From an optimization exercise on the open Yosys and OpenROAD flow, aimed at small area and a short achievable clock period; shortcuts taken in it are not production practice.
Only simulation tests tie the RTL to the original design; equivalence was not proved.

<file path="run.sh">
#!/bin/bash
# synth_recipe.tcl (not shown) runs the flow's synth.tcl, then flattens the netlist and writes it again
# the make line also repeats each setting of config.mk as NAME=value (left out here)
make -C /OpenROAD-flow-scripts/flow DESIGN_CONFIG=/design/flow/config.mk WORK_HOME=/design/flow/orfs CLKGATE_MAP_FILE= SYNTH_SCRIPT=/design/flow/synth_recipe.tcl finish
</file>
<file path="constraint.sdc">
create_clock -name core_clock -period 14.0 [get_ports {clk}]
set_input_delay 2.8000 -clock core_clock [delete_from_list [all_inputs] [get_ports {clk}]]
set_output_delay 2.8000 -clock core_clock [all_outputs]
set_load 0.01 [all_outputs]
</file>
<file path="config.mk">
export PLATFORM = sky130hd
export DESIGN_NAME = top
export DESIGN_NICKNAME = top
export VERILOG_FILES = /design/flow/design.v
export SDC_FILE = /design/flow/constraint.sdc
export NUM_CORES = 4
export LEC_CHECK = 0
export CAP_MARGIN = 20
export CORE_MARGIN = 2
export CORE_UTILIZATION = 40
export PLACE_DENSITY = 0.6
export SLEW_MARGIN = 20
</file>
<file path="design.v">
module top(clk,reset,data,valid,ready,result);
    input clk,reset;
    input [9:0]data;
    input valid;
    output ready;
    output [8:0]result;
    wire [9:0]data_out_fifo;
    wire [8:0]data_out_alu;
    wire ready_out_alu;
    wire done_alu;
    wire full,empty,valid_out;
    wire full_out,empty_out;
    fifo f_in(clk,reset,data,data_out_fifo,valid,valid_out,ready_out_alu,full,empty);
    alu alu1(clk,reset,valid_out,data_out_fifo[3:0],data_out_fifo[7:4],data_out_fifo[9:8],data_out_alu,ready_out_alu,done_alu);
    fifo #(.memory_width(8)) f_out(clk,reset,data_out_alu,result,done_alu,ready,1'b1,full_out,empty_out);
endmodule
module fifo(clk,reset,data_in,data_out,valid,valid_out,ready,full,empty);
    parameter memory_width = 9;
    parameter depth = 8;
    input clk,reset;
    input [memory_width:0]data_in;
    output reg [memory_width:0]data_out;
    input ready;
    input valid;
    output reg valid_out;
    output full,empty;
    reg [memory_width:0] mem [0:7];
    reg [2:0]wptr;
    reg [2:0]rptr;
    reg [3:0]count;
    integer i;
    wire wr = valid && !full;
    wire rd = !empty && (!valid_out || ready);
    assign full  = (count == depth);
    assign empty = (count == 0);
    always@(posedge clk or posedge reset) begin
        if (reset) begin
            wptr <= 0;
            rptr <= 0;
            count <= 0;
            data_out <= 0;
            valid_out <= 0;
            for (i = 0; i < 8; i = i + 1) begin
               mem[i] <= 0;
            end
        end
        else begin
            if (wr) begin
                mem[wptr] <= data_in;
                if (wptr == (depth -1))
                    wptr <= 0;
                else
                    wptr <= wptr + 1;
            end
            if (rd) begin
                data_out <= mem[rptr];
                valid_out <= 1;
                if (rptr == (depth -1))
                    rptr <= 0;
                else
                    rptr <= rptr + 1;
            end
            else if (ready) begin
                valid_out <= 0;
            end
            if (wr && !rd)
                count <= count + 1;
            else if (rd && !wr)
                count <= count - 1;
        end
    end
endmodule
module alu(clk, reset, valid, data1, data2, operand, result, ready, done);
    parameter cycles = 3;
    input clk, reset;
    input valid;
    input [3:0] data1, data2;
    input [1:0] operand;
    output reg [8:0] result;
    output ready;
    output reg done;
    reg [1:0]operand_latch;
    reg [4:0] count;
    reg state;
    reg [3:0]data1_latch,data2_latch;  
    parameter compute = 1'b0;
    parameter wait_state = 1'b1;
    assign ready = (state == compute);
    always @(posedge clk or posedge reset) begin
        if (reset) begin
            done <= 0;
            result <= 0;
            count <= 0;
            state <= compute;
        end else begin
            case (state)
                compute: begin
                    done <= 0;
                    if (valid) begin
                        case (operand)
                            2'b00: begin
                                result <= data1 + data2;   
                                done <= 1;
                            end
                            2'b01: begin
                                result <= data1 - data2;   
                                done <= 1;
                            end
                            2'b10: begin   
                                count <= count + 1;
                                state <= wait_state;
                                operand_latch <= operand;
                                data1_latch <= data1;
                                data2_latch <= data2;
                            end
                            2'b11: begin   
                                if (data2 != 0) begin
                                    count <= count + 1;
                                    state <= wait_state;
                                    operand_latch <= operand;
                                    data1_latch <= data1;
                                    data2_latch <= data2;
                                end else begin
                                    result <= 9'b0;   
                                    done <= 1;
                                end
                            end
                        endcase
                    end
                end
                wait_state: begin
                    if (count == cycles - 1) begin
                        if (operand_latch == 2'b10)
                            result <= data1_latch * data2_latch;
                        else
                            result <= data1_latch / data2_latch;
                        done <= 1;
                        count <= 0;
                        state <= compute;
                    end else begin
                        count <= count + 1;
                    end
                end
            endcase
        end
    end
endmodule
</file>
==> flow_summary_export.csv, run 1 <==
group,metric,value,unit
logic_synthesis,synth_fa_ha_area_share,10.05,%
placement,io_buffers,22,
clock_network,clock-root-buffer,"sky130_fd_sc_hd__clkbuf_16",
critical_path,worst_path_max_delay_cell,"sky130_fd_sc_hd__o31ai_1",
logic_synthesis,multiplexer_fraction_of_the_synthesized_cell_area,17.18,%
global_route,grt_use_met1,22.65,%
placement,place_congestion,0.8071,
timing,top_achievable_clock_speed,81.35,MHz
critical_path,timing.critical_path.to,"alu1.result[0]$_DFFE_PP0P_",
global_route,gr-usage-met2,29.56,%
clock_network,clock_sinks,219,
floorplanning,fp.coreArea,29400,µm²
logic_synthesis,yosys_most_used_dff,"sky130_fd_sc_hd__dfrtp_1",
placement,preCtsSetupSlack,1908,ps
logic_synthesis,ys_types,67,
clock_network,postCtsHoldBufs,0,
logic_synthesis,largest_family_of_logic_cells_by_synthesized_area,"multiplexers",
clock_network,ctsResizeCount,0,
logic_synthesis,yosys.area_share.xor_xnor,1.700,%
floorplanning,die-area,31030,µm²
detailed_routing,routed-via-count,7951,
timing,tns,0,ps
logic_synthesis,synthesis.yosys.warnings,5,
clock_network,clkSlewWorstSetupHoldPaths,60,ps
logic_synthesis,netlist_instances,1035,
timing,final.setup.worst_slack,1708,ps
critical_path,crit-reg2reg-capture,"alu1.result[0]$_DFFE_PP0P_",
timing,number_of_pins_with_negative_max_slew_slack_in_the_final_report,0,
detailed_routing,number_of_iterations_in_the_first_detailed_routing_pass,5,
timing,timing.max_slew.rel_slack,45.96,%
logic_synthesis,synthesized_area_fraction_occupied_by_ao_oa_aoi_and_oai_cells,12.68,%
timing,timing_worst_slew_pin_value,810.6,ps
global_route,gr-total-overflow,0,
min_path,hold_path.class,"reg2reg",
critical_path,worst_setup_sp_type,"register",
timing,layout_min_cycle_time,12290,ps
timing,finalCritPeriodShare,87.80,%
global_route,global_route.peak_usage_layer,"met2",
critical_path,max_stage_delay,610,ps
global_route,grt_pass1_wl,43040,µm
detailed_routing,vias_per_cell,5.453,
layout,finish.net_count,1156,
global_route,grt_pass1_vias,8249,
global_route,groute.usage.overall,17.14,%
critical_path,timing.critical_path.from,"alu1.data2_latch[0]$_DFFE_PP_",
logic_synthesis,yosysSeqAreaShare,46.66,%
clock_network,cts_tree,"done",
clock_network,ctsLongestPathBuffers,3,
logic_synthesis,synthesis.area,11850,µm²
detailed_routing,totalWireLength,25700,µm
timing,final_setup_violations,0,
logic_synthesis,synth-edff-count,10,
run_status,outcome,"complete, no violations",
critical_path,cpMostUsedCell,"sky130_fd_sc_hd__ha_1",
floorplanning,initial_utilization,40.31,%
clock_network,numCtsBuffers,23,
layout,count_of_antenna_diodes_in_the_layout,0,
logic_synthesis,synth.top_cell.area_share,44.13,%
timing,whs,477.9,ps
critical_path,worstReg2RegStart,"alu1.data2_latch[0]$_DFFE_PP_",
floorplanning,die-height,176.1,µm
job,cap_viol_max_count,0,
critical_path,worst_path_dominant_cell_family,"compound AO/OA/AOI/OAI gates",
timing,worst_clock_skew,23.34,ps
critical_path,worstSetupEndpointType,"register",
logic_synthesis,syn-mean-instance-area,11.45,µm²
logic_synthesis,synth_simple_gate_area_share,9.015,%
critical_path,worst_r2r_path_depth,50,
detailed_routing,wl_per_cell,17.63,µm
logic_synthesis,synth-seq-cells,219,
critical_path,crit_arrival,12670,ps
logic_synthesis,synth_top_cell_by_area,"sky130_fd_sc_hd__dfrtp_1",
floorplanning,floorplan.die.width,176.1,µm
critical_path,critPathRequiredTime,14380,ps
critical_path,timing.critical_path.fanout_max,9,
global_route,grt_antenna_before_repair,0,
floorplanning,pin_count,23,
detailed_routing,remaining_drc_errors,0,
clock_network,cts_htree_levels,1,
critical_path,critical_path_buf_inv_count,2,
global_route,grt_start_max_net_pins,149,
layout,drive_above_1_share,20.97,%
timing,hold_viol_final,0,
logic_synthesis,synth_async_sr_flop_share,95.43,%
detailed_routing,drt_iter0_markers,571,
floorplanning,placement_rows,63,
clock_network,clock_insertion_delay_worst_skew,520,ps
clock_network,postCtsSetupBuffers,0,
critical_path,worst-r2r-setup-slack,1710,ps
logic_synthesis,synth_area_leaders,"sky130_fd_sc_hd__dfrtp_1 44%, sky130_fd_sc_hd__mux2_2 16%, sky130_fd_sc_hd__ha_1 8.9%",
layout,syn_to_final_growth,11.59,%
placement,detailed_place_hpwl,17230,µm
critical_path,worstSetupPathDepth,50,
critical_path,crit_type,"reg2reg",
detailed_routing,ant_nets,0,
global_route,grt_use_met3,2.541,%
timing,rsz0062_at_grt,"false",
==> worst min-delay path, stage by stage (launching register included) <==
cell and delay (ps):
sky130_fd_sc_hd__dfrtp_1 340, sky130_fd_sc_hd__nand2_1 40, sky130_fd_sc_hd__o21ai_0 50
==> synth_stat cells, drive strengths merged, types with 14 or more instances <==
cell and count:
nand2 63, xnor2 14, dfrtp 209, nor2 67, ha 84, o21a 18, a21oi 45, o21ai 48
inv 44, clkbuf 32, nand3 17, a222oi 19, mux2 174, nor3 17, a221oi 14
==> metal layers <==
layer	part of all wire [%]	up-vias
met3	3.2	41
met1	45	3945
li1	-	3830
met4	2.3	0
met5	0	-
met2	49	135
==> area by class of cell <==
cell class | instances | area (µm²)
Clock inverter | 11 | 137.6
Multi-Input combinational cell | 735 | 6018
Sequential cell | 219 | 5530
Inverter | 44 | 177.7
Clock buffer | 30 | 601.8
Fill cell | 2724 | 16180
Tap cell | 390 | 488.0
Timing Repair Buffer | 29 | 272.8
==> stage by stage <==
stage               area (µm²)  instances  utilization, %
floorplan                11870       1039               -
global placement         12470       1416           42.43
detailed placement       12470       1416           42.43
CTS                      13210       1457           44.94
global route             13230       1458           44.98
finish                   13230       1458           44.98
==> registers in the layout (all words and copies together), names as in the netlist, 4 cells and up <==
| name | count |
|---|---|
| f_in.mem | 80 |
| f_in.data_out | 10 |
| f_in.count | 4 |
| f_out.data_out | 9 |
| f_out.count | 4 |
| alu1.result | 9 |
| alu1.data2_latch | 4 |
| alu1.data1_latch | 4 |
| alu1.count | 5 |
| f_out.mem | 72 |
==> worst min path at each step <==
| stage | startpoint | endpoint | slack, ps | cells after the start |
|---|---|---|---|---|
| after CTS | f_in.data_out[0]$_DFFE_PP0P_ | alu1.data1_latch[0]$_DFFE_PP_ | 480 | 0 |
| after detailed placement | f_in.data_out[0]$_DFFE_PP0P_ | alu1.data1_latch[0]$_DFFE_PP_ | 470 | 0 |
| after global routing | f_in.data_out[0]$_DFFE_PP0P_ | alu1.data1_latch[0]$_DFFE_PP_ | 510 | 0 |
| after global placement | f_out.data_out[1]$_DFFE_PP0P_ | f_out.data_out[1]$_DFFE_PP0P_ | 460 | 2 |
| final | f_out.data_out[1]$_DFFE_PP0P_ | f_out.data_out[1]$_DFFE_PP0P_ | 480 | 2 |
| after floorplan | f_in.data_out[8]$_DFFE_PP0P_ | alu1.operand_latch[0]$_DFFE_PP_ | 440 | 0 |
==> cells by family after synthesis <==
logic type,Yosys count
and+or+nand+nor,224
DFF,219
AOI/OAI and AO/OA,212
muxes,180
adders and majority gates,91
buffers and inverters,85
xor gates and xnor gates,23
other,1
==> placed cells by master, fill, tap and decap left out, types with 6 or more instances in the layout <==
cell type and count:
sky130_fd_sc_hd__a211oi_1 8, sky130_fd_sc_hd__or3_1 9, sky130_fd_sc_hd__nand3_1 16, sky130_fd_sc_hd__dfrtp_1 209, sky130_fd_sc_hd__o21a_1 17, sky130_fd_sc_hd__clkbuf_16 23
sky130_fd_sc_hd__xor2_1 9, sky130_fd_sc_hd__a21oi_1 45, sky130_fd_sc_hd__clkbuf_1 7, sky130_fd_sc_hd__xnor2_1 14, sky130_fd_sc_hd__nor2b_1 6, sky130_fd_sc_hd__fa_1 7
sky130_fd_sc_hd__mux2_2 171, sky130_fd_sc_hd__nor3_1 17, sky130_fd_sc_hd__nand4_1 7, sky130_fd_sc_hd__a222oi_1 19, sky130_fd_sc_hd__and2_1 8, sky130_fd_sc_hd__o211ai_1 13
sky130_fd_sc_hd__a221oi_1 14, sky130_fd_sc_hd__buf_4 7, sky130_fd_sc_hd__nand2_1 63, sky130_fd_sc_hd__edfxtp_1 10, sky130_fd_sc_hd__a21o_1 10, sky130_fd_sc_hd__inv_1 42
sky130_fd_sc_hd__clkdlybuf4s50_1 22, sky130_fd_sc_hd__nor2_1 67, sky130_fd_sc_hd__o21ai_0 47, sky130_fd_sc_hd__ha_1 84, sky130_fd_sc_hd__nand2b_1 7
==> run 2: changes to the inputs <==
==> design.v (replaced) <==
module top(clk,reset,data,valid,ready,result);
    input clk,reset;
    input [9:0]data;
    input valid;
    output ready;
    output [8:0]result;
    reg  [9:0] buf_q [0:8];
    reg  [3:0] wptr, rptr;       
    reg        dv;               
    reg  [1:0] st;               
    reg        done, done_d, rdy;
    reg  [9:0] op_q;
    reg  [7:0] res1;
    reg  [8:0] res2;
    wire [3:0] wptr_inc = (wptr == 4'd8) ? 4'd0 : wptr + 4'd1;
    wire [3:0] rptr_inc = (rptr == 4'd8) ? 4'd0 : rptr + 4'd1;
    wire full    = dv && (wptr == rptr);              
    wire compute = (st == 2'd0);
    wire take    = dv && compute;
    wire nonempty = dv ? !(wptr == rptr_inc) : !(wptr == rptr);
    wire rd      = nonempty && (!dv || compute);
    wire wr      = valid && !full;
    wire [9:0] head = buf_q[rptr];
    wire [1:0] hop  = head[9:8];
    wire long_op    = hop[1] && (!hop[0] || head[7:4] != 4'd0);
    integer i;
    always @(posedge clk) begin
        for (i = 0; i < 9; i = i + 1)
            if (wr && wptr == i) buf_q[i] <= data;
    end
    always @(posedge clk or posedge reset) begin
        if (reset) begin
            wptr <= 0;
            rptr <= 0;
            dv <= 0;
            st <= 0;
            done <= 0;
            done_d <= 0;
            rdy <= 0;
        end else begin
            if (wr) wptr <= wptr_inc;
            if (take) rptr <= rptr_inc;
            if (rd) dv <= 1'b1;
            else if (compute) dv <= 1'b0;
            case (st)
                2'd0: st <= (take && long_op) ? 2'd1 : 2'd0;
                2'd1: st <= 2'd2;
                default: st <= 2'd0;
            endcase
            done <= (take && !long_op) || (st == 2'd2);
            done_d <= done;
            rdy <= done_d;
        end
    end
    always @(posedge clk) begin
        if (take) op_q <= head;
    end
    wire [3:0] a = op_q[3:0];
    wire [3:0] b = op_q[7:4];
    reg  [7:0] alu;
    always @(*) begin
        case (op_q[9:8])
            2'b00: alu = a + b;
            2'b01: alu = a - b;
            2'b10: alu = a * b;
            default: alu = (b == 4'd0) ? 8'd0 : a / b;
        endcase
    end
    always @(posedge clk) begin
        res1 <= alu;
        res2 <= {&res1[7:4], res1};
    end
    assign ready  = rdy;
    assign result = res2;
endmodule
==> flow_summary_export.csv, run 2 <==
group,metric,value,unit
run_status,outcome,"complete, no violations",
detailed_routing,routed-via-count,4829,
timing,finalCritPeriodShare,63.10,%
timing,whs,324.3,ps
layout,num-fill-cells,1517,
critical_path,cpMostUsedCell,"sky130_fd_sc_hd__ha_1",
job,cap_viol_max_count,0,
placement,io_buffers,22,
layout,mostFrequentLayoutCells,"100 x sky130_fd_sc_hd__edfxtp_1, 57 x sky130_fd_sc_hd__ha_1, 38 x sky130_fd_sc_hd__inv_1",
critical_path,max_stage_delay,550,ps
layout,finish.net_count,700,
logic_synthesis,synth-seq-cells,131,
timing,hold_viol_final,0,
logic_synthesis,syn-mean-instance-area,11.80,µm²
layout,drive_above_1_share,8.805,%
global_route,grt_pass1_vias,4946,
logic_synthesis,ys_types,69,
clock_network,numCtsBuffers,17,
floorplanning,pin_count,23,
clock_network,clock_sinks,131,
detailed_routing,totalWireLength,15710,µm
layout,largest_register_ffs,90,
layout,leading_cell_type_in_the_layout_fill_and_taps_excluded,"sky130_fd_sc_hd__edfxtp_1",
logic_synthesis,synth_area_leaders,"sky130_fd_sc_hd__edfxtp_1 43%, sky130_fd_sc_hd__ha_1 10%, sky130_fd_sc_hd__dfrtp_1 5.0%",
timing,timing_worst_slew_pin_value,975.6,ps
layout,regMostFlops,"buf_q",
detailed_routing,number_of_iterations_in_the_first_detailed_routing_pass,5,
layout,count_of_antenna_diodes_in_the_layout,0,
timing,timing.max_slew.rel_slack,34.72,%
timing,number_of_pins_with_negative_max_slew_slack_in_the_final_report,0,
critical_path,crit_type,"reg2reg",
floorplanning,placement_rows,48,
clock_network,ctsLongestPathBuffers,2,
critical_path,worst_setup_sp_type,"register",
logic_synthesis,synthTopCellsByCount,"100 x sky130_fd_sc_hd__edfxtp_1, 57 x sky130_fd_sc_hd__ha_1, 38 x sky130_fd_sc_hd__inv_1, 35 x sky130_fd_sc_hd__nand2_1, 34 x sky130_fd_sc_hd__a21oi_1",
logic_synthesis,yosysSeqAreaShare,52.59,%
detailed_routing,vias_per_cell,5.609,
global_route,groute.usage.overall,17.95,%
layout,reg_top3,"buf_q: 90 flops, op_q: 10 flops, res2: 9 flops",
timing,worst_clock_skew,11.87,ps
timing,rsz0062_at_grt,"false",
floorplanning,die-area,18630,µm²
critical_path,critical_path_buf_inv_count,1,
timing,top_achievable_clock_speed,113.2,MHz
clock_network,postCtsHoldBufs,0,
global_route,grt_pass1_wl,25540,µm
critical_path,timing.critical_path.fanout_max,8,
detailed_routing,remaining_drc_errors,0,
clock_network,clock_insertion_delay_worst_skew,410,ps
critical_path,crit_arrival,9120,ps
logic_synthesis,synthesis.yosys.warnings,2,
placement,dp.cells,830,
logic_synthesis,top_count_cell_post_synth,"sky130_fd_sc_hd__edfxtp_1",
logic_synthesis,synth-edff-count,100,
logic_synthesis,synth.top_cell.area_share,42.76,%
detailed_routing,wl_per_cell,18.25,µm
logic_synthesis,synthesis.area,7023,µm²
layout,finalInstanceArea,8058,µm²
critical_path,worst_path_dominant_cell_family,"compound AO/OA/AOI/OAI gates",
floorplanning,fp.coreArea,17240,µm²
placement,detailed_place_hpwl,10670,µm
clock_network,postCtsSetupBuffers,0,
floorplanning,initial_utilization,40.74,%
layout,fin_cells,861,
detailed_routing,drt_iter0_markers,310,
logic_synthesis,netlist_instances,595,
timing,layout_min_cycle_time,8834,ps
floorplanning,floorplan.die.width,136.5,µm
critical_path,worst_path_max_delay_cell,"sky130_fd_sc_hd__edfxtp_1",
layout,syn_to_final_growth,14.73,%
placement,place_congestion,0.8713,
detailed_routing,ant_nets,0,
placement,place_area,7480,µm²
clock_network,ctsResizeCount,0,
critical_path,worstSetupEndpointType,"register",
global_route,gr-total-overflow,0,
timing,final_setup_violations,0,
clock_network,clkSlewWorstSetupHoldPaths,50,ps
critical_path,critPathRequiredTime,14280,ps
logic_synthesis,synth_top_cell_by_area,"sky130_fd_sc_hd__edfxtp_1",
clock_network,clock-root-buffer,"sky130_fd_sc_hd__clkbuf_16",
clock_network,cts_tree,"done",
global_route,grt_antenna_before_repair,0,
global_route,grt_start_max_net_pins,38,
timing,tns,0,ps
min_path,hold_path.class,"reg2reg",
floorplanning,die-height,136.5,µm
logic_synthesis,yosys_most_used_dff,"sky130_fd_sc_hd__edfxtp_1",
clock_network,cts_htree_levels,4,
logic_synthesis,synth_async_sr_flop_share,10.69,%
==> run 2: final cells by class <==
cell class	instances	area, µm²	share of cell area (%)
multi-input cells	410	3115	38.66
well taps	225	281.5	3.494
inverters	39	146.4	1.817
flip-flops and latches	131	3694	45.84
clock buffers	17	425.4	5.280
clock inverters	14	152.6	1.894
repair buffers	25	242.7	3.012
==> run 2: worst reg2reg max path, delay by kind of cell, from the launching register on <==
kind | cells | cell delay, ps
AO/OA/AOI/OAI | 19 | 3530
adder cells (fa/ha/maj) | 6 | 1960
AND/OR/NAND/NOR | 8 | 1470
multiplexers | 3 | 960
flip-flops | 1 | 550
buffers and inverters | 1 | 230
==> run 2: worst paths after layout <==
check,startpoint,cells past startpoint,slack (ps),end
min,res1[1]$_DFF_P_,0,320,res2[1]$_DFF_P_
min reg2reg,res1[1]$_DFF_P_,0,320,res2[1]$_DFF_P_
max in group asynchronous,reset,2,10910,rptr[3]$_DFFE_PP0P_
min in group asynchronous,reset,2,2730,wptr[0]$_DFFE_PP0P_
max reg2reg,op_q[4]$_DFFE_PP_,37,5170,res1[0]$_DFF_P_
max,op_q[4]$_DFFE_PP_,37,5170,res1[0]$_DFF_P_
==> run 2: through the flow <==
step / util [%] / setup slack [ps]
after global placement: 43.39 / 5618
after CTS: 46.75 / 5239
after floorplan: - / 6345
after global routing: 46.75 / 4560
final: 46.75 / 5166
after detailed placement: 43.39 / 5279
==> run 2: routing by layer <==
layer  vias up  track usage [%]  part of all wire [%]
met4         0            4.977                  0.85
met2       105            31.36                    52
met5         -                0                     0
met3        10            3.741                   3.4
li1       2304                -                     -
met1      2410            22.51                    44
==> run 2: kinds of logic (layout without fill, tap and decap cells) <==
group | Yosys count | after routing | share of synthesized area, %
simple gates | 153 | 153 | 11.21
compound gates | 146 | 146 | 14.81
flops | 131 | 131 | 52.59
fa+ha+maj | 63 | 63 | 11.87
buf+inv | 57 | 95 | 3.278
mux | 23 | 23 | 3.581
xor+xnor | 21 | 21 | 2.619
other cells | 1 | 4 | 0.05340
==> run 3: changes to the inputs <==
==> design.v (replaced) <==
module top(clk,reset,data,valid,ready,result);
    input clk,reset;
    input [9:0]data;
    input valid;
    output ready;
    output [8:0]result;
    reg  [9:0] buf_q [0:8];
    reg  [3:0] wptr;             
    reg  [3:0] pptr;             
    reg        took;             
    reg        dv;               
    reg        w2, w3;           
    reg        done_d, rdy;
    reg  [3:0] x, y, z;
    reg  [1:0] kind;             
    reg  [8:0] res;
    function [3:0] inc9;
        input [3:0] p;
        case (p)
            4'd0: inc9 = 4'd1;
            4'd1: inc9 = 4'd2;
            4'd2: inc9 = 4'd3;
            4'd3: inc9 = 4'd4;
            4'd4: inc9 = 4'd5;
            4'd5: inc9 = 4'd6;
            4'd6: inc9 = 4'd7;
            4'd7: inc9 = 4'd8;
            default: inc9 = 4'd0;
        endcase
    endfunction
    function [3:0] inc9x2;
        input [3:0] p;
        case (p)
            4'd0: inc9x2 = 4'd2;
            4'd1: inc9x2 = 4'd3;
            4'd2: inc9x2 = 4'd4;
            4'd3: inc9x2 = 4'd5;
            4'd4: inc9x2 = 4'd6;
            4'd5: inc9x2 = 4'd7;
            4'd6: inc9x2 = 4'd8;
            4'd7: inc9x2 = 4'd0;
            default: inc9x2 = 4'd1;
        endcase
    endfunction
    wire [3:0] wptr_inc = inc9(wptr);
    wire [3:0] pptr_inc = inc9(pptr);
    wire [3:0] rptr     = took ? pptr_inc : pptr;          
    wire [3:0] rptr_inc = took ? inc9x2(pptr) : pptr_inc;
    wire [9:0] last = buf_q[pptr];
    wire [3:0] la   = last[3:0];
    wire [3:0] lb   = last[7:4];
    wire [1:0] lop  = last[9:8];
    wire lbz        = (lb == 4'd0);
    wire long_last  = lop[1] && (!lop[0] || !lbz);
    wire busy1      = took && long_last;                   
    wire full     = dv && (wptr == rptr);
    wire compute  = !busy1 && !w2;
    wire take     = dv && compute;
    wire nonempty = dv ? (wptr != rptr_inc) : (wptr != rptr);
    wire rd       = nonempty && (!dv || compute);
    integer i;
    always @(posedge clk) begin
        for (i = 0; i < 9; i = i + 1)
            if (!full && wptr == i) buf_q[i] <= data;
    end
    always @(posedge clk or posedge reset) begin
        if (reset) begin
            wptr <= 0;
            pptr <= 0;
            took <= 0;
            dv <= 0;
            w2 <= 0;
            w3 <= 0;
            done_d <= 0;
            rdy <= 0;
        end else begin
            if (valid && !full) wptr <= wptr_inc;
            pptr <= rptr;
            took <= take;
            if (rd) dv <= 1'b1;
            else if (compute) dv <= 1'b0;
            w2 <= busy1;
            w3 <= w2;
            done_d <= (took && !long_last) || w3;
            rdy <= done_d;
        end
    end
    wire [4:0] dt   = {x, y[3]} - {1'b0, z};
    wire       dge  = !dt[4];
    wire [3:0] dx   = dge ? dt[3:0] : {x[2:0], y[3]};
    wire [3:0] dy   = {y[2:0], dge};
    wire [4:0] ms   = {1'b0, x} + {1'b0, z & {4{y[0]}}};
    wire [3:0] mx   = ms[4:1];
    wire [3:0] my   = {ms[0], y[3:1]};
    wire [3:0] sx   = kind[0] ? dx : mx;
    wire [3:0] sy   = kind[0] ? dy : my;
    wire ldiv0 = (lop == 2'b11) && lbz;
    wire dge1  = la[3] && (lb == 4'd1);
    reg  [3:0] lx, ly;
    always @(*) begin
        case (lop)
            2'b10: begin lx = {1'b0, lb[3:1] & {3{la[0]}}}; ly = {la[0] & lb[0], la[3:1]}; end
            2'b11: begin lx = {3'b000, la[3] && !dge1};     ly = lbz ? 4'd0 : {la[2:0], dge1}; end
            default: begin lx = 4'd0;                       ly = la; end
        endcase
    end
    always @(posedge clk) begin
        if (took) begin
            x <= lx;
            y <= ly;
        end else begin
            x <= sx;
            y <= sy;
        end
        if (took) begin
            z <= lb;
            kind <= ldiv0 ? 2'b00 : lop;
        end
    end
    wire       sub = (kind == 2'b01);
    wire [4:0] as  = {1'b0, y} + {sub, z ^ {4{sub}}} + {4'd0, sub};
    always @(posedge clk) begin
        case (kind)
            2'b10:   res <= {1'b0, mx, my};
            2'b11:   res <= {5'd0, dy};
            2'b01:   res <= {{4{as[4]}}, as};
            default: res <= {4'd0, as};
        endcase
    end
    assign ready  = rdy;
    assign result = res;
endmodule
--- a/config.mk
+++ b/config.mk
@@ -8,5 +8,8 @@
 export CAP_MARGIN = 20
 export CORE_MARGIN = 2
 export CORE_UTILIZATION = 40
+export CTS_BUF_LIST = sky130_fd_sc_hd__clkbuf_8
+export CTS_CLUSTER_DIAMETER = 200
+export CTS_CLUSTER_SIZE = 40
 export PLACE_DENSITY = 0.6
 export SLEW_MARGIN = 20
==> flow_summary_export.csv, run 3 <==
group,metric,value,unit
clock_network,clock_sinks,127,
logic_synthesis,synth.top_cell.area_share,48.16,%
critical_path,timing.critical_path.to,"result[0]",
critical_path,worst_setup_sp_type,"register",
layout,regMostFlops,"buf_q",
logic_synthesis,synth_top_cell_by_area,"sky130_fd_sc_hd__edfxtp_1",
global_route,groute.usage.overall,17.83,%
floorplanning,floorplan.die.width,126.3,µm
layout,finish.utilization,46.16,%
detailed_routing,routed-wl-met2,6870,µm
logic_synthesis,top_count_cell_post_synth,"sky130_fd_sc_hd__edfxtp_1",
critical_path,max_stage_delay,530,ps
clock_network,cts_tree,"done",
global_route,grt_pass1_vias,3971,
layout,largest_register_ffs,90,
detailed_routing,ant_nets,0,
clock_network,clock_insertion_delay_worst_skew,440,ps
floorplanning,initial_utilization,41.03,%
critical_path,crit_type,"reg2out",
logic_synthesis,yosys_most_used_dff,"sky130_fd_sc_hd__edfxtp_1",
detailed_routing,totalWireLength,13550,µm
clock_network,ctsLongestPathBuffers,2,
timing,timing_worst_slew_pin_value,961.2,ps
layout,syn_to_final_growth,12.50,%
timing,hold_viol_final,0,
clock_network,cts_htree_levels,4,
global_route,grt_pass1_wl,21670,µm
timing,finalCritPeriodShare,29.14,%
floorplanning,die-area,15960,µm²
critical_path,worstReg2RegStart,"pptr[0]$_DFF_PP0_",
critical_path,worstPathCellList,"clkdlybuf4s50_1",
critical_path,critical_path_buf_inv_count,1,
detailed_routing,maxUsedRoutingLayer,"met4",
detailed_routing,vias_per_cell,5.650,
global_route,grt_antenna_before_repair,0,
layout,reg_top3,"buf_q: 90 flops, res: 9 flops",
logic_synthesis,synth-edff-count,96,
floorplanning,fp.coreArea,14590,µm²
placement,detailed_place_hpwl,8714,µm
floorplanning,pin_count,23,
timing,layout_min_cycle_time,4080,ps
clock_network,ctsResizeCount,0,
timing,final_setup_violations,0,
logic_synthesis,synthesis.area,5986,µm²
timing,top_achievable_clock_speed,245.1,MHz
floorplanning,die-height,126.3,µm
layout,count_of_antenna_diodes_in_the_layout,0,
floorplanning,placement_rows,44,
run_status,outcome,"complete, no violations",
layout,finalInstanceArea,6734,µm²
clock_network,postCtsHoldBufs,0,
global_route,gr-total-overflow,0,
timing,rsz0062_at_grt,"false",
detailed_routing,number_of_iterations_in_the_first_detailed_routing_pass,4,
placement,io_buffers,22,
detailed_routing,wl_per_cell,19.52,µm
critical_path,worstSetupEndpointType,"output pin",
timing,number_of_pins_with_negative_max_slew_slack_in_the_final_report,0,
critical_path,timing.critical_path.from,"res[0]$_DFF_P_",
timing,tns,0,ps
clock_network,postCtsSetupBuffers,0,
logic_synthesis,synth-seq-cells,127,
critical_path,timing.critical_path.fanout_max,1,
logic_synthesis,synthTopCellsByCount,"96 x sky130_fd_sc_hd__edfxtp_1, 32 x sky130_fd_sc_hd__nor2_1, 25 x sky130_fd_sc_hd__ha_1, 22 x sky130_fd_sc_hd__nand2_1",
logic_synthesis,synth_area_leaders,"sky130_fd_sc_hd__edfxtp_1 48%, sky130_fd_sc_hd__dfrtp_1 5.9%, sky130_fd_sc_hd__dfxtp_1 5.7%",
detailed_routing,remaining_drc_errors,0,
logic_synthesis,synth_async_sr_flop_share,11.02,%
timing,timing.max_slew.rel_slack,35.33,%
min_path,hold_path.class,"reg2reg",
critical_path,crit_arrival,1280,ps
clock_network,clock-root-buffer,"sky130_fd_sc_hd__clkbuf_8",
layout,leading_cell_type_in_the_layout_fill_and_taps_excluded,"sky130_fd_sc_hd__edfxtp_1",
critical_path,crit-reg2reg-capture,"dv$_DFFE_PP0P_",
detailed_routing,drt_iter0_markers,319,
layout,drive_above_1_share,9.608,%
detailed_routing,wl_met1,5863,µm
timing,worst_clock_skew,10.26,ps
logic_synthesis,netlist_instances,478,
critical_path,worstSetupPathDepth,1,
critical_path,worst_path_dominant_cell_family,"buffers and inverters",
detailed_routing,routed-via-count,3921,
logic_synthesis,ys_types,63,
clock_network,numCtsBuffers,17,
placement,place_congestion,0.7962,
placement,place_area,6379,µm²
critical_path,critPathRequiredTime,11200,ps
critical_path,worst-r2r-setup-slack,10260,ps
critical_path,worst_path_max_delay_cell,"sky130_fd_sc_hd__clkdlybuf4s50_1",
detailed_routing,dr_wl_met3,675,µm
clock_network,clkSlewWorstSetupHoldPaths,70,ps
global_route,grt_start_max_net_pins,38,
job,cap_viol_max_count,0,
logic_synthesis,yosysSeqAreaShare,59.70,%
logic_synthesis,syn-mean-instance-area,12.52,µm²
critical_path,worst_r2r_path_depth,8,
logic_synthesis,synthesis.yosys.warnings,2,
layout,finish.net_count,538,
layout,mostFrequentLayoutCells,"96 x sky130_fd_sc_hd__edfxtp_1, 32 x sky130_fd_sc_hd__nor2_1, 25 x sky130_fd_sc_hd__ha_1",
-- run 3: cell count changes after synthesis, sizes merged, moves of 7 or more --
cell	delta
o211ai	-8
nand3	-7
inv	-17
a221oi	+11
ha	-32
a21oi	-13
nand2	-13
mux2	-9
o21ai	-10
-- run 3: layout make-up --
cell class	count	area (µm²)
multi-input cells	299	2216
clock buffers	17	234.0
fillers	1298	7855
repair buffers	29	272.8
well taps	184	230.2
clock inverters	15	121.4
flip-flops and latches	127	3573
inverters	23	86.33
-- run 3: worst register-to-register path, stage by stage, from the launching register on --
cell                      delay [ps]
sky130_fd_sc_hd__dfrtp_1         460
sky130_fd_sc_hd__inv_1           130
sky130_fd_sc_hd__ha_1            800
sky130_fd_sc_hd__or3_1           320
sky130_fd_sc_hd__a22o_1          390
sky130_fd_sc_hd__a31oi_1         240
sky130_fd_sc_hd__or4_1           700
sky130_fd_sc_hd__o211a_4         310
sky130_fd_sc_hd__a211o_1         280
-- run 3: worst min-delay path by stage --
| stage | from | endpoint | slack (ps) | cells after the start |
|---|---|---|---|---|
| final | done_d$_DFF_PP0_ | rdy$_DFF_PP0_ | 350 | 0 |
| after global routing | done_d$_DFF_PP0_ | rdy$_DFF_PP0_ | 360 | 0 |
| after CTS | done_d$_DFF_PP0_ | rdy$_DFF_PP0_ | 350 | 0 |
| after detailed placement | done_d$_DFF_PP0_ | rdy$_DFF_PP0_ | 340 | 0 |
| after global placement | done_d$_DFF_PP0_ | rdy$_DFF_PP0_ | 330 | 0 |
| after floorplan | done_d$_DFF_PP0_ | rdy$_DFF_PP0_ | 330 | 0 |
-- run 3: cell families after synthesis --
| family | count (synthesis) | share of synthesized area [%] |
|---|---|---|
| AO/OA/AOI/OAI | 127 | 15.89 |
| multiplexers | 14 | 2.383 |
| AND/OR/NAND/NOR | 113 | 9.657 |
| XOR/XNOR | 17 | 2.613 |
| flip-flops | 127 | 59.70 |
| adder cells (fa/ha/maj) | 28 | 6.229 |
| buffers and inverters | 52 | 3.533 |
-- run 3: per-layer routing --
layer	vias up	global-route usage (%)
li1	1859	-
met1	1950	21.95
met2	96	30.52
met3	16	5.103
met4	0	5.495
met5	-	0
-- run 3: metrics by stage --
step	cells	hold slack, ps	setup WS [ps]
6_report	694	349.8	9920
3_5_place_dp	662	336.2	10120
2_1_floorplan	478	331.2	10610
3_3_place_gp	662	333.5	10160
4_1_cts	694	351.9	9885
5_1_grt	694	363.2	9855
==> run 4: changes to the inputs <==
--- a/config.mk
+++ b/config.mk
@@ -8,8 +8,7 @@
 export CAP_MARGIN = 20
 export CORE_MARGIN = 2
 export CORE_UTILIZATION = 40
-export CTS_BUF_LIST = sky130_fd_sc_hd__clkbuf_8
-export CTS_CLUSTER_DIAMETER = 200
-export CTS_CLUSTER_SIZE = 40
+export CTS_BUF_LIST = sky130_fd_sc_hd__clkbuf_4
+export CTS_CLUSTER_SIZE = 20
 export PLACE_DENSITY = 0.6
 export SLEW_MARGIN = 20
==> flow_summary_export.csv, run 4 <==
group,metric,value,unit
global_route,groute.usage.overall,17.92,%
logic_synthesis,synthesis.area,5986,µm²
detailed_routing,dr_wl_met3,654,µm
critical_path,worstPathCellList,"clkdlybuf4s50_1",
placement,io_buffers,22,
detailed_routing,wl_met1,5877,µm
logic_synthesis,top_count_cell_post_synth,"sky130_fd_sc_hd__edfxtp_1",
timing,finalCritPeriodShare,30.15,%
clock_network,postCtsHoldBufs,0,
layout,leading_cell_type_in_the_layout_fill_and_taps_excluded,"sky130_fd_sc_hd__edfxtp_1",
layout,syn_to_final_growth,10.72,%
detailed_routing,totalWireLength,13520,µm
detailed_routing,drt_iter0_markers,357,
timing,layout_min_cycle_time,4221,ps
global_route,grt_pass1_wl,21690,µm
clock_network,clkSlewWorstSetupHoldPaths,120,ps
logic_synthesis,synth-seq-cells,127,
detailed_routing,number_of_iterations_in_the_first_detailed_routing_pass,5,
timing,top_achievable_clock_speed,236.9,MHz
critical_path,worst_path_dominant_cell_family,"buffers and inverters",
detailed_routing,vias_per_cell,5.628,
floorplanning,initial_utilization,41.03,%
logic_synthesis,syn-mean-instance-area,12.52,µm²
global_route,grt_start_max_net_pins,38,
clock_network,cts_htree_levels,4,
logic_synthesis,yosysSeqAreaShare,59.70,%
floorplanning,placement_rows,44,
clock_network,numCtsBuffers,17,
timing,worst_clock_skew,16.15,ps
clock_network,cts_tree,"done",
floorplanning,die-area,15960,µm²
run_status,outcome,"complete, no violations",
layout,regMostFlops,"buf_q",
job,cap_viol_max_count,0,
timing,final.setup.worst_slack,9779,ps
critical_path,worst_path_max_delay_cell,"sky130_fd_sc_hd__clkdlybuf4s50_1",
layout,reg_top3,"buf_q: 90 flops, res: 9 flops",
floorplanning,floorplan.die.width,126.3,µm
detailed_routing,remaining_drc_errors,0,
logic_synthesis,synthesis.yosys.warnings,2,
floorplanning,pin_count,23,
logic_synthesis,synthTopCellsByCount,"96 x sky130_fd_sc_hd__edfxtp_1, 32 x sky130_fd_sc_hd__nor2_1, 25 x sky130_fd_sc_hd__ha_1, 22 x sky130_fd_sc_hd__nand2_1",
logic_synthesis,synth.top_cell.area_share,48.16,%
logic_synthesis,yosys_most_used_dff,"sky130_fd_sc_hd__edfxtp_1",
layout,finish.net_count,538,
timing,timing_worst_slew_pin_value,968.6,ps
logic_synthesis,ys_types,63,
critical_path,crit_type,"reg2out",
clock_network,clock-root-buffer,"sky130_fd_sc_hd__clkbuf_4",
floorplanning,die-height,126.3,µm
timing,tns,0,ps
critical_path,timing.critical_path.fanout_max,1,
placement,preCtsSetupSlack,10120,ps
critical_path,worstSetupEndpointType,"output pin",
clock_network,ctsResizeCount,0,
critical_path,critPathRequiredTime,11200,ps
placement,detailed_place_hpwl,8714,µm
detailed_routing,maxUsedRoutingLayer,"met4",
detailed_routing,routed-wl-met2,6747,µm
logic_synthesis,synth_async_sr_flop_share,11.02,%
timing,number_of_pins_with_negative_max_slew_slack_in_the_final_report,0,
clock_network,clock_sinks,127,
logic_synthesis,synth-edff-count,96,
layout,num-fill-cells,1314,
clock_network,postCtsSetupBuffers,0,
logic_synthesis,synth_top_cell_by_area,"sky130_fd_sc_hd__edfxtp_1",
detailed_routing,wl_per_cell,19.49,µm
critical_path,critical_path_buf_inv_count,1,
layout,drive_above_1_share,9.608,%
global_route,grt_antenna_before_repair,0,
clock_network,ctsLongestPathBuffers,2,
timing,rsz0062_at_grt,"false",
detailed_routing,routed-via-count,3906,
critical_path,max_stage_delay,530,ps
global_route,grt_pass1_vias,3971,
logic_synthesis,synth_area_leaders,"sky130_fd_sc_hd__edfxtp_1 48%, sky130_fd_sc_hd__dfrtp_1 5.9%, sky130_fd_sc_hd__dfxtp_1 5.7%",
layout,count_of_antenna_diodes_in_the_layout,0,
detailed_routing,ant_nets,0,
timing,hold_viol_final,0,
critical_path,crit_arrival,1420,ps
global_route,gr-total-overflow,0,
timing,timing.max_slew.rel_slack,34.94,%
min_path,hold_path.class,"reg2reg",
layout,mostFrequentLayoutCells,"96 x sky130_fd_sc_hd__edfxtp_1, 32 x sky130_fd_sc_hd__nor2_1, 25 x sky130_fd_sc_hd__ha_1",
timing,final_setup_violations,0,
layout,largest_register_ffs,90,
clock_network,clock_insertion_delay_worst_skew,560,ps
floorplanning,fp.coreArea,14590,µm²
critical_path,worst_setup_sp_type,"register",
placement,place_congestion,0.7962,
logic_synthesis,netlist_instances,478,
==> run 4: logic make-up (layout without fill, tap and decap cells) <==
| kind of cell | after synthesis | after routing | synth area share [%] |
|---|---|---|---|
| AO/OA/AOI/OAI | 127 | 127 | 15.89 |
| adder cells (fa/ha/maj) | 28 | 28 | 6.229 |
| multiplexers | 14 | 14 | 2.383 |
| XOR/XNOR | 17 | 17 | 2.613 |
| flip-flops | 127 | 127 | 59.70 |
| AND/OR/NAND/NOR | 113 | 113 | 9.657 |
| buffers and inverters | 52 | 84 | 3.533 |
==> run 4: path summary, 6_finish.rpt <==
path	end	from	slack, ps	depth (start not counted)
min reg2reg	rdy$_DFF_PP0_	done_d$_DFF_PP0_	360	0
max in group asynchronous	w2$_DFF_PP0_	reset	11010	2
max	result[0]	res[0]$_DFF_P_	9780	1
min in group asynchronous	wptr[2]$_DFFE_PP0P_	reset	2590	2
min	rdy$_DFF_PP0_	done_d$_DFF_PP0_	360	0
max reg2reg	dv$_DFFE_PP0P_	pptr[0]$_DFF_PP0_	10240	8
==> run 4: layer usage <==
layer / vias to the layer above / GRT usage, %
met4: 0 / 6.981
met3: 18 / 4.344
met1: 1922 / 22.23
li1: 1864 / -
met5: - / 0
met2: 102 / 30.39
==> run 4: area by class of cell <==
type	instances	area, µm²	share of cell area [%]
clock buffer	17	127.6	1.926
clock inverter	15	121.4	1.831
inverter	23	86.33	1.303
multi-input combinational	299	2216	33.43
sequential	127	3573	53.92
tap	184	230.2	3.474
timing repair buffer	29	272.8	4.116
==> run 4: per-stage QoR <==
step / hold slack (ps) / instances / area (µm²) / util, %
floorplan: 331.2 / 478 / 5986 / -
global placement: 333.5 / 662 / 6379 / 43.72
finish: 357.5 / 694 / 6628 / 45.43
global route: 372.4 / 694 / 6628 / 45.43
detailed placement: 336.2 / 662 / 6379 / 43.72
CTS: 360.4 / 694 / 6628 / 45.43
==> run 5: changes to the inputs <==
--- a/design.v
+++ b/design.v
@@ -58,10 +58,15 @@
     wire take     = dv && compute;
     wire nonempty = dv ? (wptr != rptr_inc) : (wptr != rptr);
     wire rd       = nonempty && (!dv || compute);
+    reg  [8:0] wsel;
     integer i;
+    always @(*) begin
+        for (i = 0; i < 9; i = i + 1)
+            wsel[i] = !full && (wptr == i);
+    end
     always @(posedge clk) begin
         for (i = 0; i < 9; i = i + 1)
-            if (!full && wptr == i) buf_q[i] <= data;
+            if (valid && wsel[i]) buf_q[i] <= data;
     end
     always @(posedge clk or posedge reset) begin
         if (reset) begin
--- a/config.mk
+++ b/config.mk
@@ -8,7 +8,5 @@
 export CAP_MARGIN = 20
 export CORE_MARGIN = 2
 export CORE_UTILIZATION = 40
-export CTS_BUF_LIST = sky130_fd_sc_hd__clkbuf_4
-export CTS_CLUSTER_SIZE = 20
 export PLACE_DENSITY = 0.6
 export SLEW_MARGIN = 20
==> flow_summary_export.csv, run 5 <==
group,metric,value,unit
placement,preCtsSetupSlack,9172,ps
clock_network,numCtsBuffers,17,
detailed_routing,dr_wl_met3,648,µm
clock_network,ctsLongestPathBuffers,2,
layout,largest_register_ffs,90,
global_route,grt_pass1_vias,3693,
global_route,gr-total-overflow,0,
global_route,grt_pass1_wl,20960,µm
detailed_routing,maxUsedRoutingLayer,"met4",
timing,timing_worst_slew_pin_value,1011,ps
detailed_routing,drt_iter0_markers,331,
logic_synthesis,synth-seq-cells,127,
job,cap_viol_max_count,0,
floorplanning,placement_rows,44,
clock_network,postCtsHoldBufs,0,
critical_path,worst_path_max_delay_cell,"sky130_fd_sc_hd__nor3_1",
clock_network,cts_tree,"done",
min_path,hold_path.class,"reg2reg",
logic_synthesis,yosys_most_used_dff,"sky130_fd_sc_hd__edfxtp_1",
layout,count_of_antenna_diodes_in_the_layout,0,
detailed_routing,totalWireLength,13340,µm
layout,reg_top3,"buf_q: 90 flops, res: 9 flops",
logic_synthesis,synthTopCellsByCount,"96 x sky130_fd_sc_hd__edfxtp_1, 28 x sky130_fd_sc_hd__a21oi_1, 27 x sky130_fd_sc_hd__nor2_1, 25 x sky130_fd_sc_hd__ha_1, 25 x sky130_fd_sc_hd__nand2_1",
clock_network,cts_htree_levels,4,
logic_synthesis,netlist_instances,462,
layout,finalInstanceArea,6788,µm²
timing,finalCritPeriodShare,31.69,%
floorplanning,fp.coreArea,14420,µm²
layout,drive_above_1_share,10.93,%
timing,tns,0,ps
detailed_routing,wl_per_cell,19.68,µm
floorplanning,initial_utilization,40.71,%
detailed_routing,wl_met1,5744,µm
critical_path,worstSetupEndpointType,"register",
min_path,depth_of_the_worst_hold_timing_path,0,
clock_network,postCtsSetupBuffers,0,
layout,fin_cells,678,
layout,regMostFlops,"buf_q",
detailed_routing,routed-via-count,3778,
critical_path,timing.critical_path.fanout_max,10,
logic_synthesis,yosysSeqAreaShare,60.86,%
detailed_routing,remaining_drc_errors,0,
critical_path,worst_setup_sp_type,"input port",
logic_synthesis,ys_types,58,
timing,layout_min_cycle_time,4436,ps
floorplanning,die-area,15670,µm²
layout,leading_cell_type_in_the_layout_fill_and_taps_excluded,"sky130_fd_sc_hd__edfxtp_1",
placement,place_congestion,0.8627,
layout,finish.net_count,522,
placement,place_area,6223,µm²
layout,finish.utilization,47.06,%
logic_synthesis,synth.top_cell.area_share,49.09,%
logic_synthesis,synth_top_cell_by_area,"sky130_fd_sc_hd__edfxtp_1",
global_route,grt_antenna_before_repair,0,
floorplanning,pin_count,23,
layout,syn_to_final_growth,15.60,%
timing,hold_viol_final,0,
layout,mostFrequentLayoutCells,"96 x sky130_fd_sc_hd__edfxtp_1, 28 x sky130_fd_sc_hd__a21oi_1, 27 x sky130_fd_sc_hd__nor2_1",
critical_path,worstPathCellList,"clkdlybuf4s50_1 -> o41ai_4 -> nor3_1 -> and2_1",
detailed_routing,ant_nets,0,
global_route,grt_start_max_net_pins,36,
timing,final.setup.worst_slack,9564,ps
logic_synthesis,synthesis.area,5872,µm²
logic_synthesis,synthesis.yosys.warnings,2,
detailed_routing,routed-wl-met2,6574,µm
clock_network,clock_sinks,127,
critical_path,worst_r2r_path_depth,7,
logic_synthesis,synth-edff-count,96,
placement,io_buffers,22,
critical_path,crit_arrival,4500,ps
placement,dp.cells,646,
run_status,outcome,"complete, no violations",
critical_path,critPathRequiredTime,14060,ps
logic_synthesis,synth_async_sr_flop_share,11.02,%
logic_synthesis,syn-mean-instance-area,12.71,µm²
clock_network,clock_insertion_delay_worst_skew,420,ps
logic_synthesis,top_count_cell_post_synth,"sky130_fd_sc_hd__edfxtp_1",
global_route,groute.usage.overall,17.89,%
clock_network,clkSlewWorstSetupHoldPaths,60,ps
detailed_routing,vias_per_cell,5.572,
timing,number_of_pins_with_negative_max_slew_slack_in_the_final_report,0,
timing,timing.max_slew.rel_slack,32.59,%
logic_synthesis,synth_area_leaders,"sky130_fd_sc_hd__edfxtp_1 49%, sky130_fd_sc_hd__dfrtp_1 6.0%, sky130_fd_sc_hd__dfxtp_1 5.8%",
critical_path,crit_type,"in2reg",
floorplanning,floorplan.die.width,125.2,µm
placement,detailed_place_hpwl,9028,µm
critical_path,max_stage_delay,550,ps
clock_network,clock-root-buffer,"sky130_fd_sc_hd__clkbuf_16",
timing,rsz0062_at_grt,"false",
timing,final_setup_violations,0,
timing,worst_clock_skew,6.902,ps
detailed_routing,number_of_iterations_in_the_first_detailed_routing_pass,5,
clock_network,ctsResizeCount,0,
timing,top_achievable_clock_speed,225.4,MHz
floorplanning,die-height,125.2,µm
[run 5: cell types whose count changed in the layout (fill, tap and decap cells not counted), moves of 5 or more]
cell / delta
sky130_fd_sc_hd__mux2_2: +6
sky130_fd_sc_hd__clkbuf_16: +17
sky130_fd_sc_hd__clkbuf_4: -17
sky130_fd_sc_hd__a21oi_1: +7
sky130_fd_sc_hd__nand3b_1: -5
sky130_fd_sc_hd__nor2_1: -5
[run 5: critical path, delay by kind of cell]
kind	cells	cell delay, ps
simple gates	2	1050
buf+inv	1	500
compound gates	1	130
[run 5: area by class of cell]
cell class | instances | area (µm²)
Multi-Input combinational cell | 285 | 2083
Tap cell | 184 | 230.2
Clock inverter | 14 | 135.1
Clock buffer | 18 | 429.2
Inverter | 25 | 93.84
Fill cell | 1267 | 7636
Timing Repair Buffer | 25 | 242.7
Sequential cell | 127 | 3573
[run 5: worst paths after layout]
path | slack (ps) | from | endpoint
min reg2reg | 350 | done_d$_DFF_PP0_ | rdy$_DFF_PP0_
max in group asynchronous | 10900 | reset | done_d$_DFF_PP0_
min in group asynchronous | 2730 | reset | wptr[1]$_DFFE_PP0P_
min | 350 | done_d$_DFF_PP0_ | rdy$_DFF_PP0_
max reg2reg | 10380 | pptr[0]$_DFF_PP0_ | buf_q[1][1]$_DFFE_PP_
max | 9560 | valid | buf_q[1][1]$_DFFE_PP_
[run 5: logic make-up after synthesis]
group / Yosys count / share of synthesized area, %
compound gates: 124 / 15.30
simple gates: 98 / 8.097
mux: 16 / 2.898
xor+xnor: 19 / 2.834
fa+ha+maj: 28 / 6.350
flops: 127 / 60.86
buf+inv: 50 / 3.665
[run 5: through the flow]
stage               hold slack (ps)
CTS                           348.1
global placement              335.2
detailed placement            334.7
global route                  373.9
finish                        346.8
floorplan                     331.2
[run 5: layer usage]
layer  vias to the layer above  GRT usage [%]
met3                        23          4.450
li1                       1785              -
met5                         -              0
met2                       122          28.45
met4                         0          7.974
met1                      1848          23.30
==> run 6: changes to the inputs <==
--- a/design.v
+++ b/design.v
@@ -58,15 +58,10 @@
     wire take     = dv && compute;
     wire nonempty = dv ? (wptr != rptr_inc) : (wptr != rptr);
     wire rd       = nonempty && (!dv || compute);
-    reg  [8:0] wsel;
     integer i;
-    always @(*) begin
-        for (i = 0; i < 9; i = i + 1)
-            wsel[i] = !full && (wptr == i);
-    end
     always @(posedge clk) begin
         for (i = 0; i < 9; i = i + 1)
-            if (valid && wsel[i]) buf_q[i] <= data;
+            if (!full && wptr == i) buf_q[i] <= data;
     end
     always @(posedge clk or posedge reset) begin
         if (reset) begin
==> flow/run.sh (new file) <==
#!/bin/bash
# Standard layout with faster port buffers and no CTS dummy loads.
set -uo pipefail
export BUFFER_PORTS_ARGS="-buffer_cell sky130_fd_sc_hd__buf_4"
export CTS_ARGS="-sink_clustering_enable -repair_clock_nets -dont_use_dummy_load"
bash standard.sh > standard.log 2>&1
==> standard.sh (new file) <==
#!/bin/bash
# synth_recipe.tcl (not shown) runs the flow's synth.tcl, then flattens the netlist and writes it again
# the make line also repeats each setting of config.mk as NAME=value (left out here)
make -C /OpenROAD-flow-scripts/flow DESIGN_CONFIG=/design/flow/config.mk WORK_HOME=/design/flow/orfs CLKGATE_MAP_FILE= SYNTH_SCRIPT=/design/flow/synth_recipe.tcl "${@:-finish}"
removed: run.sh
==> flow_summary_export.csv, run 6 <==
group,metric,value,unit
timing,timing.max_slew.rel_slack,38.08,%
logic_synthesis,synth_async_sr_flop_share,11.02,%
floorplanning,fp.coreArea,14590,µm²
logic_synthesis,synth_top_cell_by_area,"sky130_fd_sc_hd__edfxtp_1",
logic_synthesis,synth_area_leaders,"sky130_fd_sc_hd__edfxtp_1 48%, sky130_fd_sc_hd__dfrtp_1 5.9%, sky130_fd_sc_hd__dfxtp_1 5.7%",
critical_path,timing.critical_path.fanout_max,22,
global_route,grt_antenna_before_repair,0,
critical_path,crit_type,"reg2reg",
timing,rsz0062_at_grt,"false",
floorplanning,floorplan.die.width,126.3,µm
layout,mostFrequentLayoutCells,"96 x sky130_fd_sc_hd__edfxtp_1, 32 x sky130_fd_sc_hd__nor2_1, 29 x sky130_fd_sc_hd__buf_4",
clock_network,clock_sinks,127,
timing,tns,0,ps
floorplanning,die-area,15960,µm²
floorplanning,die-height,126.3,µm
logic_synthesis,ys_types,63,
logic_synthesis,yosys_most_used_dff,"sky130_fd_sc_hd__edfxtp_1",
clock_network,ctsLongestPathBuffers,2,
job,cap_viol_max_count,0,
placement,preCtsSetupSlack,10320,ps
detailed_routing,routed-via-count,3847,
timing,number_of_pins_with_negative_max_slew_slack_in_the_final_report,0,
layout,leading_cell_type_in_the_layout_fill_and_taps_excluded,"sky130_fd_sc_hd__edfxtp_1",
layout,regMostFlops,"buf_q",
timing,final_setup_violations,0,
clock_network,postCtsSetupBuffers,0,
layout,finalInstanceArea,6740,µm²
logic_synthesis,synth-seq-cells,127,
logic_synthesis,synthesis.area,5986,µm²
critical_path,worst-r2r-setup-slack,10260,ps
layout,count_of_antenna_diodes_in_the_layout,0,
detailed_routing,remaining_drc_errors,0,
clock_network,cts_tree,"done",
clock_network,clock-root-buffer,"sky130_fd_sc_hd__clkbuf_16",
critical_path,critPathRequiredTime,14280,ps
global_route,grt_pass1_wl,21150,µm
clock_network,ctsResizeCount,0,
layout,syn_to_final_growth,12.60,%
placement,io_buffers,22,
floorplanning,initial_utilization,41.03,%
timing,finalCritPeriodShare,26.68,%
layout,finish.net_count,538,
logic_synthesis,syn-mean-instance-area,12.52,µm²
global_route,gr-total-overflow,0,
logic_synthesis,synthTopCellsByCount,"96 x sky130_fd_sc_hd__edfxtp_1, 32 x sky130_fd_sc_hd__nor2_1, 25 x sky130_fd_sc_hd__ha_1, 22 x sky130_fd_sc_hd__nand2_1",
global_route,grt_start_max_net_pins,38,
layout,reg_top3,"buf_q: 90 flops, res: 9 flops",
global_route,grt_pass1_vias,3946,
detailed_routing,wl_per_cell,19.14,µm
logic_synthesis,synthesis.yosys.warnings,2,
critical_path,worstSetupEndpointType,"register",
critical_path,worst_setup_sp_type,"register",
clock_network,numCtsBuffers,17,
detailed_routing,ant_nets,0,
timing,whs,347.8,ps
critical_path,crit_arrival,4020,ps
clock_network,clock_insertion_delay_worst_skew,410,ps
timing,top_achievable_clock_speed,267.7,MHz
placement,dp.cells,662,
timing,layout_min_cycle_time,3735,ps
global_route,groute.usage.overall,17.16,%
placement,detailed_place_hpwl,8712,µm
layout,largest_register_ffs,90,
timing,timing_worst_slew_pin_value,928.8,ps
min_path,hold_path.class,"reg2reg",
timing,worst_clock_skew,16.01,ps
timing,hold_viol_final,0,
detailed_routing,totalWireLength,13000,µm
clock_network,clkSlewWorstSetupHoldPaths,50,ps
logic_synthesis,top_count_cell_post_synth,"sky130_fd_sc_hd__edfxtp_1",
detailed_routing,vias_per_cell,5.666,
clock_network,postCtsHoldBufs,0,
floorplanning,pin_count,23,
logic_synthesis,synth.top_cell.area_share,48.16,%
placement,place_congestion,0.8400,
timing,final.setup.worst_slack,10260,ps
clock_network,cts_htree_levels,4,
floorplanning,placement_rows,44,
layout,fin_cells,679,
placement,place_area,6315,µm²
logic_synthesis,netlist_instances,478,
logic_synthesis,synth-edff-count,96,
detailed_routing,number_of_iterations_in_the_first_detailed_routing_pass,5,
run_status,outcome,"complete, no violations",
layout,drive_above_1_share,11.92,%
logic_synthesis,yosysSeqAreaShare,59.70,%
detailed_routing,drt_iter0_markers,263,
run 6: worst paths after layout:
path	startpoint	to	cells after the start
hold reg to reg	done_d$_DFF_PP0_	rdy$_DFF_PP0_	0
max in group asynchronous	reset	done_d$_DFF_PP0_	2
setup / recovery	pptr[0]$_DFF_PP0_	dv$_DFFE_PP0P_	8
setup reg to reg	pptr[0]$_DFF_PP0_	dv$_DFFE_PP0P_	8
min in group asynchronous	reset	wptr[0]$_DFFE_PP0P_	2
hold / removal	done_d$_DFF_PP0_	rdy$_DFF_PP0_	0
run 6: cell families (layout without fill, tap and decap cells):
| group | count (synthesis) | in the layout | share of synthesized area, % |
|---|---|---|---|
| AO/OA/AOI/OAI | 127 | 127 | 15.89 |
| AND/OR/NAND/NOR | 113 | 113 | 9.657 |
| flip-flops | 127 | 127 | 59.70 |
| multiplexers | 14 | 14 | 2.383 |
| adder cells (fa/ha/maj) | 28 | 28 | 6.229 |
| buffers and inverters | 52 | 69 | 3.533 |
| XOR/XNOR | 17 | 17 | 2.613 |
run 6: cell type report:
class | instances | area, µm²
Clock buffer | 17 | 425.4
Fill cell | 1281 | 7849
Inverter | 23 | 86.33
Multi-Input combinational cell | 299 | 2207
Sequential cell | 127 | 3573
Tap cell | 184 | 230.2
Timing Repair Buffer | 29 | 217.7
run 6: metrics by stage:
stage          util (%)
4_1_cts           46.20
6_report          46.20
2_1_floorplan         -
3_5_place_dp      43.28
5_1_grt           46.20
3_3_place_gp      43.28
run 6: critical path: stages, from the launching register on:
cell	delay, ps
sky130_fd_sc_hd__dfrtp_1	450
sky130_fd_sc_hd__inv_1	130
sky130_fd_sc_hd__ha_1	780
sky130_fd_sc_hd__or3_1	320
sky130_fd_sc_hd__a22o_1	400
sky130_fd_sc_hd__a31oi_1	250
sky130_fd_sc_hd__or4_1	690
sky130_fd_sc_hd__o211a_4	310
sky130_fd_sc_hd__a211o_1	280
run 6: routing by layer:
metal	vias to the layer above	track usage (%)	share of wire, %
li1	1849	-	-
met1	1875	22.20	45
met2	106	27.96	49
met3	17	4.850	4.9
met4	0	5.753	1.2
met5	-	0	0

[static timing again, ports no longer ideal]
Ports are ideal in the flow. The routed layouts listed here were re-timed in OpenROAD.
Step 1 (the two cells are an assumption about what drives the block):
set clk [get_ports {clk}]
set_driving_cell -lib_cell sky130_fd_sc_hd__clkbuf_16 $clk
set_driving_cell -lib_cell sky130_fd_sc_hd__buf_2 [delete_from_list [all_inputs] $clk]
Step 2 adds t to the input delays and takes it off the output delays; t is the mean of the earliest and latest rising clock arrival at the registers after step 1. Input paths then give back, and output paths get back, about the clock's delay inside the block.
a / b / c = ideal / step 1 / step 2; a / b = the first two.
run | shift t [ns] | setup WS [ns] | worst data-port slew with drivers (ns)
run 1 | 0.550 | 1.708 / 1.708 / 1.708 | 0.04
run 2 | 0.447 | 5.166 / 5.166 / 5.166 | 0.04
run 3 | 0.473 | 9.920 / 9.885 / 10.128 | 0.05
run 4 | 0.585 | 9.779 / 9.747 / 10.135 | 0.05
run 5 | 0.456 | 9.564 / 9.574 / 9.118 | 0.03
run 6 | 0.445 | 10.265 / 10.265 / 10.265 | 0.03
After both steps every run listed still meets setup and hold. For run 5, which loses most, drivers alone change the setup slack by +0.010 ns; drivers and shift together by -0.446 ns.
